Context: an optimization exercise on an open-source flow, tuned for small area. The choices shown serve that exercise and are no tape-out recipe.
In this exercise RTL edits were held to simulation tests only and were not proved equivalent to the original.
The flow treats the clock pin as an ideal source, which a real chip does not have.

==> wip/tundra: inputs <==
==> flow/design.v (excerpt) <==
module top(
    input clk,
    input rst,
    input spi_miso,
    output uart_tx,
    output spi_clk,
    output spi_cs,
    output spi_mosi,
    output led_green,
    output led_blue
);
export LEC_CHECK = 0
export CAP_MARGIN = 20
export CORE_MARGIN = 2
export CORE_UTILIZATION = 65
export SLEW_MARGIN = 20
create_clock -name core_clock -period 30.0 [get_ports {clk}]
standard.sh (not shown) runs the stock make flow with config.mk's settings and CLKGATE_MAP_FILE= SYNTH_SCRIPT=/design/flow/synth_recipe.tcl, a recipe that flattens the netlist after the stock synthesis.
==> flow/flow/run.sh <==
#!/bin/bash
# Layout flow: the standard ORFS flow with these changes:
#  - synthesis maps the logic for area (flow/synth.tcl); registers unchanged,
#  - clock tree synthesis without dummy loads and with smaller clock buffers,
#  - the smallest buffer on the ports,
#  - cells on paths with slack downsized after clock tree synthesis.
# Each tool's output goes to the ORFS logs under orfs/logs; make's own output
# goes to synth_make.log and flow_make.log in the work folder.
set -euo pipefail
work=$(pwd)
here=$(cd "$(dirname "$0")" && pwd)
export CTS_ARGS="-sink_clustering_enable -repair_clock_nets -dont_use_dummy_load -buf_list sky130_fd_sc_hd__clkbuf_8"
export BUFFER_PORTS_ARGS="-buffer_cell sky130_fd_sc_hd__buf_1"
export POST_CTS_TCL="$here/post_cts.tcl"
make -C "$FLOW_HOME" DESIGN_CONFIG="$work/config.mk" WORK_HOME="$work/orfs" \
  CLKGATE_MAP_FILE= SYNTH_SCRIPT="$here/synth.tcl" synth > synth_make.log 2>&1
bash standard.sh finish > flow_make.log 2>&1
==> flow/flow/post_cts.tcl <==
# Downsize cells wherever the timing slack allows, then legalize again.
estimate_parasitics -placement
repair_timing -recover_power 100
detailed_placement
check_placement -verbose
==> flow/flow/synth.tcl <==
# The standard synthesis (synth_recipe.tcl), with one change: the logic is
# mapped by ABC with an area-oriented script, and adders are left to ABC
# instead of being mapped to adder cells first.  Registers are untouched.
proc synth {args} { yosys synth -nofsm -noshare {*}$args }
proc abc {args} {
  set out {}
  set skip 0
  foreach a $args {
    if {$skip} { set skip 0; continue }
    if {[lsearch {-script -D -constr} $a] >= 0} { set skip 1; continue }
    lappend out $a
  }
  yosys abc {*}$out -script "+strash;dc2;dch,-f;map,-a;mfs2,-a;strash;dc2;dch,-f;map,-a;mfs2,-a;strash;dch,-f;map,-a"
}
set ::env(ADDER_MAP_FILE) ""
source $::env(SCRIPTS_DIR)/synth.tcl
# left out here: clear keep_hierarchy, flatten, clean up, hide names made inside functions, write 1_2_yosys.v
==> wip/violet: changes against wip/tundra <==
--- a/flow/design.v
+++ b/flow/design.v
@@ -6,33 +6,26 @@
     output spi_clk,
     output spi_cs,
     output spi_mosi,
     output led_green,
     output led_blue
 );
-    reg [3:0] pl;    
-    reg [2:0] ph;    
+    reg [5:0] p;     
     reg [2:0] s;     
     reg [4:0] u;     
-    localparam [3:0] L4 = 4'd14, L9 = 4'd9;      
-    localparam [2:0] H2 = 3'd3,  H4 = 3'd5;      
+    localparam [5:0] P24 = 6'd48, P49 = 6'd9;    
     localparam [4:0] U12 = 5'd5,  U24 = 5'd20;   
-    wire pl9  = (pl == L9);
-    wire pt   = (ph == H4) & pl9;                            
+    wire pt   = (p == P49);
     wire rise = pt & (s == 3'd3);               
-    wire tick = (ph == H2) & (pl == L4) & (u == U12);        
+    wire tick = (p == P24) & (u == U12);        
     wire oclk = s[2];                           
     always @(posedge clk) begin
-        if (rst) begin
-            pl <= 4'd0;
-            ph <= 3'd0;
-        end else begin
-            pl <= pl9 ? 4'd0 : {pl[2:0], ~(pl[3] ^ pl[2])};
-            if (pl9)
-                ph <= (ph == H4) ? 3'd0 : {ph[1:0], ~(ph[2] ^ ph[1])};
-        end
+        if (rst || pt)
+            p <= 6'd0;
+        else
+            p <= {p[4:0], ~(p[5] ^ p[4])};
     end
     always @(posedge clk) begin
         if (rst) begin
             s <= 3'd0;
             u <= 5'd0;
         end else if (pt) begin
@@ -123,69 +116,65 @@
                     txd;
     assign uart_tx = b[3] ? data_bit : (b != 4'd7);
     always @(posedge clk) begin
         if (tick)
             txd <= nxt;
     end
-    reg  [6:0]  d;       
+    reg  [12:0] d;       
     reg  [2:0]  r;       
     reg         pend;    
     reg         blue, green;
-    reg         wq;      
     wire bits = rise && j >= 5'd8 && j <= 5'd15;      
     wire rd1  = bits && sg == READ1 && j != 5'd15;    
     wire rd2  = bits && sg == READ2;                  
     wire rdq  = rd2 && j >= 5'd10;                    
     wire post = pt && sg == READ2 && j == 5'd16 && s != 3'd3;  
-    wire       dvb = rd2 ? spi_miso : d[6];
+    wire       dvb = rd2 ? spi_miso : d[12];
     wire [3:0] r4  = {r, dvb};
     wire       qb  = (r4 >= 4'd5);
     wire [3:0] rn  = qb ? r4 - 4'd5 : r4;
-    reg  [3:0] ck;
-    wire [3:0] cw = pl;
+    reg  [3:0] ck, cw;
     reg  [1:0] xs;       
     wire xrev  = (xs == 2'd2);
-    wire cend  = pl9;
+    wire start = (ck == 4'd0) && (cw == 4'd0);
+    wire cend  = (cw == 4'd9);
     wire tend  = (ck == 4'd12) && cend;
-    wire wnow  = sg == READ2 && j >= 5'd11 && j <= 5'd16 && cend && (ck == 5'd23 - j);
-    always @(posedge clk) begin
-        if (rd1 || post)
-            d <= {d[5:0], rd1 ? spi_miso : qb};
-        else if (xrev && cend && j[4])
-            d <= {d[6], d[6:1]};
+    always @(posedge clk) begin
+        if (rd1)
+            d <= {d[11:0], spi_miso};
+        else if (rdq || post)
+            d <= {d[11:0], qb};
+        else if (xrev && cend)
+            d <= {d[12], d[12:1]};
     end
     always @(posedge clk) begin
         if (rd2 || post)
             r <= rn[2:0];
         else if (sg != READ2)
             r <= 3'd0;
     end
     always @(posedge clk) begin
         if (rd2 && j == 5'd8)
             pend <= spi_miso;
     end
-    always @(posedge clk) begin
-        if (rdq)
-            wq <= qb;
-    end
     reg  [129:0] ring;
-    wire rin = xrev ? (j[4] ? ((cend && ck <= 4'd6) ? d[0] : ring[129])
-                            : (cend ? 1'b0 : ring[128]))
-                    : (wnow ? wq : (ring[129] & ~clr));
+    wire rin = xrev ? (cend ? d[0] : ring[128]) : (ring[129] & ~clr);
     always @(posedge clk) begin
         ring <= {ring[128:0], rin};
     end
     always @(posedge clk) begin
         if (rst) begin
             ck <= 4'd0;
+            cw <= 4'd0;
             xs <= 2'd0;
         end else begin
+            cw <= cend ? 4'd0 : cw + 4'd1;
             if (cend)
                 ck <= (ck == 4'd12) ? 4'd0 : ck + 4'd1;
             case (xs)
-                2'd0: if (rise && sg == READ2 && (j == 5'd1 || j == 5'd16)) xs <= 2'd1;
+                2'd0: if (rise && sg == READ2 && j == 5'd16) xs <= 2'd1;
                 2'd1: if (tend) xs <= 2'd2;
                 2'd2: if (tend) xs <= 2'd3;
                 default: xs <= 2'd0;
             endcase
         end
     end
@@ -222,13 +211,13 @@
     always @(posedge clk) begin
         if (rst) begin
             blue <= 1'b0;
             green <= 1'b0;
         end else if (uart) begin
             blue <= pend;
-            if (j == 5'd28 && (ph != 3'd0 || pl != 4'd0))
+            if (j == 5'd28 && p != 6'd0)
                 green <= ge && !gt;
         end
     end
     assign led_blue  = blue;
     assign led_green = green;
 endmodule
==> flow/flow/run.sh (replaced) <==
#!/bin/bash
# Layout flow: the standard ORFS flow with these changes:
#  - synthesis maps the logic for area (flow/synth.tcl); registers unchanged,
#  - clock tree synthesis without dummy loads and with larger sink clusters,
#  - the smallest buffer on the ports,
#  - cells on paths with slack downsized after clock tree synthesis.
# Each tool's output goes to the ORFS logs under orfs/logs; make's own output
# goes to synth_make.log and flow_make.log in the work folder.
set -euo pipefail
work=$(pwd)
here=$(cd "$(dirname "$0")" && pwd)
export CTS_ARGS="-sink_clustering_enable -repair_clock_nets -dont_use_dummy_load -sink_clustering_size 30 -sink_clustering_max_diameter 100 -sink_clustering_levels 1"
export BUFFER_PORTS_ARGS="-buffer_cell sky130_fd_sc_hd__buf_1"
export POST_CTS_TCL="$here/post_cts.tcl"
make -C "$FLOW_HOME" DESIGN_CONFIG="$work/config.mk" WORK_HOME="$work/orfs" \
  CLKGATE_MAP_FILE= SYNTH_SCRIPT="$here/synth.tcl" synth > synth_make.log 2>&1
bash standard.sh finish > flow_make.log 2>&1
--- a/flow/flow/synth.tcl
+++ b/flow/flow/synth.tcl
@@ -7,11 +7,11 @@
   set skip 0
   foreach a $args {
     if {$skip} { set skip 0; continue }
     if {[lsearch {-script -D -constr} $a] >= 0} { set skip 1; continue }
     lappend out $a
   }
-  yosys abc {*}$out -script "+strash;dc2;dch,-f;map,-a;mfs2,-a;strash;dc2;dch,-f;map,-a;mfs2,-a;strash;dch,-f;map,-a"
+  yosys abc {*}$out -script "+strash;dc2;dch,-f;map,-a;mfs2;strash;dch,-f;map,-a"
 }
 set ::env(ADDER_MAP_FILE) ""
 source $::env(SCRIPTS_DIR)/synth.tcl
 # left out here: clear keep_hierarchy, flatten, clean up, hide names made inside functions, write 1_2_yosys.v
==> flow/config.mk (replaced) <==
export PLATFORM = sky130hd
export DESIGN_NAME = top
export DESIGN_NICKNAME = top
export VERILOG_FILES = /design/flow/design.v
export SDC_FILE = /design/flow/constraint.sdc
export NUM_CORES = 4
export LEC_CHECK = 0
export CAP_MARGIN = 20
export CORE_MARGIN = 2
export CORE_UTILIZATION = 70
export SLEW_MARGIN = 20
==> wip/yarrow: changes against wip/tundra <==
==> flow/design.v (replaced) <==
module top(
    input clk,
    input rst,
    input spi_miso,
    output uart_tx,
    output spi_clk,
    output spi_cs,
    output spi_mosi,
    output led_green,
    output led_blue
);
    reg [5:0] p;     
    reg [2:0] s;     
    reg [4:0] u;     
    localparam [5:0] P24 = 6'd48, P49 = 6'd9;    
    localparam [4:0] U12 = 5'd5,  U24 = 5'd20;   
    wire pt   = (p == P49);
    wire rise = pt & (s == 3'd3);               
    wire tick = (p == P24) & (u == U12);        
    wire oclk = s[2];                           
    always @(posedge clk) begin
        if (rst || pt)
            p <= 6'd0;
        else
            p <= {p[4:0], ~(p[5] ^ p[4])};
    end
    always @(posedge clk) begin
        if (rst) begin
            s <= 3'd0;
            u <= 5'd0;
        end else if (pt) begin
            s <= s + 3'd1;
            u <= (u == U24) ? 5'd0 : {u[3:0], ~(u[4] ^ u[2])};
        end
    end
    localparam PRE = 3'b000, INIT1 = 3'b100, INIT2 = 3'b101, GAP = 3'b001,
               READ1 = 3'b110, READ2 = 3'b111, UART = 3'b010;
    reg [2:0] sg;
    reg [4:0] j;
    reg       r1;    
    reg [3:0] b;     
    wire intr      = sg[2];                      
    wire uart      = (sg == UART);
    wire frame_end = tick & (b == 4'd15);
    wire jump      = rise && intr && j == 5'd17;
    wire advance   = (rise && j == 5'd31) ||
                     (jump && sg[0]) ||
                     (uart && frame_end && j == 5'd30);
    always @(posedge clk) begin
        if (rst) begin
            sg <= PRE;
            j <= 5'd30;
        end else begin
            if (jump) begin
                case (sg[1:0])
                    2'b00:   j <= r1 ? 5'd31 : 5'd21;    
                    2'b01:   j <= 5'd11;                 
                    2'b10:   j <= 5'd31;                 
                    default: j <= 5'd28;                 
                endcase
            end else if (uart ? frame_end : rise)
                j <= j + 5'd1;
            if (advance)
                case (sg)
                    PRE:     sg <= INIT1;
                    INIT1:   sg <= INIT2;
                    INIT2:   sg <= GAP;
                    GAP:     sg <= READ1;
                    READ1:   sg <= READ2;
                    READ2:   sg <= UART;
                    default: sg <= PRE;
                endcase
        end
    end
    always @(posedge clk) begin
        if (rst)
            r1 <= 1'b1;
        else if (frame_end && uart && j == 5'd28)
            r1 <= 1'b0;
    end
    wire clr = (sg == PRE) && (j == 5'd30);     
    function [15:0] frame(input [1:0] t);
        case (t)
            2'd0: frame = 16'h3101;
            2'd1: frame = 16'h2D08;
            2'd2: frame = 16'hB200;
            default: frame = 16'hB300;
        endcase
    endfunction
    wire [1:0] tr = sg[1:0];
    reg mosi;
    always @(posedge clk) begin
        if (rst)
            mosi <= 1'b0;
        else if (pt && s == 3'd7 && intr && j <= 5'd15)
            mosi <= frame(tr) >> (5'd15 - j);
    end
    assign spi_mosi = mosi;
    assign spi_cs   = ~(intr && j <= 5'd16);
    assign spi_clk  = ~(intr && j <= 5'd15 && !oclk);
    wire run = r1 | uart;
    always @(posedge clk) begin
        if (rst)
            b <= 4'd0;
        else if (tick) begin
            if (b == 4'd0)
                b <= run ? 4'd6 : 4'd0;
            else
                b <= b + 4'd1;
        end
    end
    reg [15:0] sum;
    wire data_bit = r1 ? 1'b0 :
                    (j == 5'd28) ? (b[0] & ~b[2]) :      
                    sum[8];
    assign uart_tx = b[3] ? data_bit : (b != 4'd7);
    wire urot = tick && b[3] && uart && j != 5'd28;
    reg  [12:0] d;       
    reg  [2:0]  r;       
    reg         pend;    
    reg         blue, green;
    wire bits = rise && j >= 5'd8 && j <= 5'd15;      
    wire rd1  = bits && sg == READ1 && j != 5'd15;    
    wire rd2  = bits && sg == READ2;                  
    wire rdq  = rd2 && j >= 5'd10;                    
    wire post = pt && sg == READ2 && j == 5'd16 && s != 3'd3;  
    wire       dvb = rd2 ? spi_miso : d[12];
    wire [3:0] r4  = {r, dvb};
    wire       qb  = (r4 >= 4'd5);
    wire [3:0] rn  = qb ? r4 - 4'd5 : r4;
    reg  [7:0] c;        
    reg        xpend, act;
    wire       xact = act && (c < 8'd13);
    always @(posedge clk) begin
        if (rd1)
            d <= {d[11:0], spi_miso};
        else if (rdq || post)
            d <= {d[11:0], qb};
        else if (xact)
            d <= {d[12], d[12:1]};
    end
    always @(posedge clk) begin
        if (rd2 || post)
            r <= rn[2:0];
        else if (sg != READ2)
            r <= 3'd0;
    end
    always @(posedge clk) begin
        if (rd2 && j == 5'd8)
            pend <= spi_miso;
    end
    reg [129:0] ring;
    always @(posedge clk) begin
        ring <= {ring[128:0], xact ? d[0] : (ring[129] & ~clr)};
    end
    always @(posedge clk) begin
        if (rst) begin
            c <= 8'd0;
            xpend <= 1'b0;
            act <= 1'b0;
        end else begin
            if (act && c == 8'd15)
                c <= 8'd3;
            else if (c == 8'd129)
                c <= 8'd0;
            else
                c <= c + 8'd1;
            if (rise && sg == READ2 && j == 5'd16)
                xpend <= 1'b1;
            else if (c == 8'd129)
                xpend <= 1'b0;
            if (xpend && c == 8'd129)
                act <= 1'b1;
            else if (c == 8'd15)
                act <= 1'b0;
        end
    end
    reg  bw, cy;
    wire nb  = xact & d[0];
    wire ob  = xact & ring[129];
    wire db  = nb ^ ob ^ bw;
    wire sb  = sum[0] ^ db ^ cy;
    always @(posedge clk) begin
        if (act) begin
            bw <= (~nb & ob) | (~(nb ^ ob) & bw);
            cy <= (sum[0] & db) | (cy & (sum[0] ^ db));
        end else begin
            bw <= 1'b0;
            cy <= 1'b0;
        end
    end
    always @(posedge clk) begin
        if (act)
            sum <= {sb, sum[15:1]};
        else if (urot)
            sum <= {sum[0], sum[15:1]};
        else if (clr)
            sum <= {1'b0, sum[15:1]};
    end
    always @(posedge clk) begin
        if (rst) begin
            blue <= 1'b0;
            green <= 1'b0;
        end else if (uart) begin
            blue <= pend;
            if (j == 5'd28 && p != 6'd0)
                green <= (sum >= 16'd36) && (sum <= 16'd65500);
        end
    end
    assign led_blue  = blue;
    assign led_green = green;
endmodule
==> flow/flow/run.sh (replaced) <==
#!/bin/bash
# Layout flow: the standard ORFS flow with these changes:
#  - synthesis maps the logic for area (flow/synth.tcl); registers unchanged,
#  - clock tree synthesis without dummy loads and with larger sink clusters,
#  - the smallest buffer on the ports,
#  - cells on paths with slack downsized after clock tree synthesis.
# Each tool's output goes to the ORFS logs under orfs/logs; make's own output
# goes to synth_make.log and flow_make.log in the work folder.
set -euo pipefail
work=$(pwd)
here=$(cd "$(dirname "$0")" && pwd)
export CTS_ARGS="-sink_clustering_enable -repair_clock_nets -dont_use_dummy_load -sink_clustering_size 30 -sink_clustering_max_diameter 100"
export BUFFER_PORTS_ARGS="-buffer_cell sky130_fd_sc_hd__buf_1"
export POST_CTS_TCL="$here/post_cts.tcl"
make -C "$FLOW_HOME" DESIGN_CONFIG="$work/config.mk" WORK_HOME="$work/orfs" \
  CLKGATE_MAP_FILE= SYNTH_SCRIPT="$here/synth.tcl" synth > synth_make.log 2>&1
bash standard.sh finish > flow_make.log 2>&1
--- a/flow/flow/synth.tcl
+++ b/flow/flow/synth.tcl
@@ -7,11 +7,11 @@
   set skip 0
   foreach a $args {
     if {$skip} { set skip 0; continue }
     if {[lsearch {-script -D -constr} $a] >= 0} { set skip 1; continue }
     lappend out $a
   }
-  yosys abc {*}$out -script "+strash;dc2;dch,-f;map,-a;mfs2,-a;strash;dc2;dch,-f;map,-a;mfs2,-a;strash;dch,-f;map,-a"
+  yosys abc {*}$out -script "+strash;dc2;dch,-f;map,-a;mfs2;strash;dch,-f;map,-a"
 }
 set ::env(ADDER_MAP_FILE) ""
 source $::env(SCRIPTS_DIR)/synth.tcl
 # left out here: clear keep_hierarchy, flatten, clean up, hide names made inside functions, write 1_2_yosys.v
==> flow/config.mk (replaced) <==
export PLATFORM = sky130hd
export DESIGN_NAME = top
export DESIGN_NICKNAME = top
export VERILOG_FILES = /design/flow/design.v
export SDC_FILE = /design/flow/constraint.sdc
export NUM_CORES = 4
export LEC_CHECK = 0
export CAP_MARGIN = 20
export CORE_MARGIN = 2
export CORE_UTILIZATION = 60
export SLEW_MARGIN = 20
==> comparison <==
- Routed wire length: wip/violet > wip/tundra > wip/yarrow.
- Between wip/yarrow and wip/tundra, the lower synthesized cell count is in wip/yarrow (gap 2.2%, measured against wip/tundra).
- Clock skew: wip/yarrow < wip/violet < wip/tundra.
- Global-route usage, highest first: wip/violet, wip/tundra, wip/yarrow.
- Final cell count, lowest first: wip/tundra, wip/yarrow, wip/violet.
- The highest first-iteration DRC count belongs to wip/violet, the lowest to wip/yarrow.

what the ideal ports hide:
In the flow no input, the clock included, has a driving cell. The finished layouts below were timed again as built, in two steps. Step 1 assumes that a clkbuf_16 drives the clock port and a buf_2 every other input. Step 2, shift: input delay + t, output delay - t, t = (earliest + latest rising clock arrival at the registers) / 2. This alone moves slack from input paths to output paths. a / b / c = ideal ports / drivers / drivers and shift; a / b = the first two.
| run | shift t [ns] | setup slack, ns | clock arrival spread, ns | worst slew at a driven data input, ns | cell pins on the clock port's net |
|---|---|---|---|---|---|
| wip/tundra | 0.457 | 21.843 / 21.810 / 21.940 | 0.038 / 0.039 | 0.03 | 1 |
| wip/violet | 0.556 | 21.902 / 21.868 / 22.150 | 0.026 / 0.026 | 0.03 | 1 |
| wip/yarrow | 0.487 | 21.840 / 21.809 / 22.162 | 0.025 / 0.024 | 0.05 | 1 |
After both steps setup and hold are still met in every run listed.
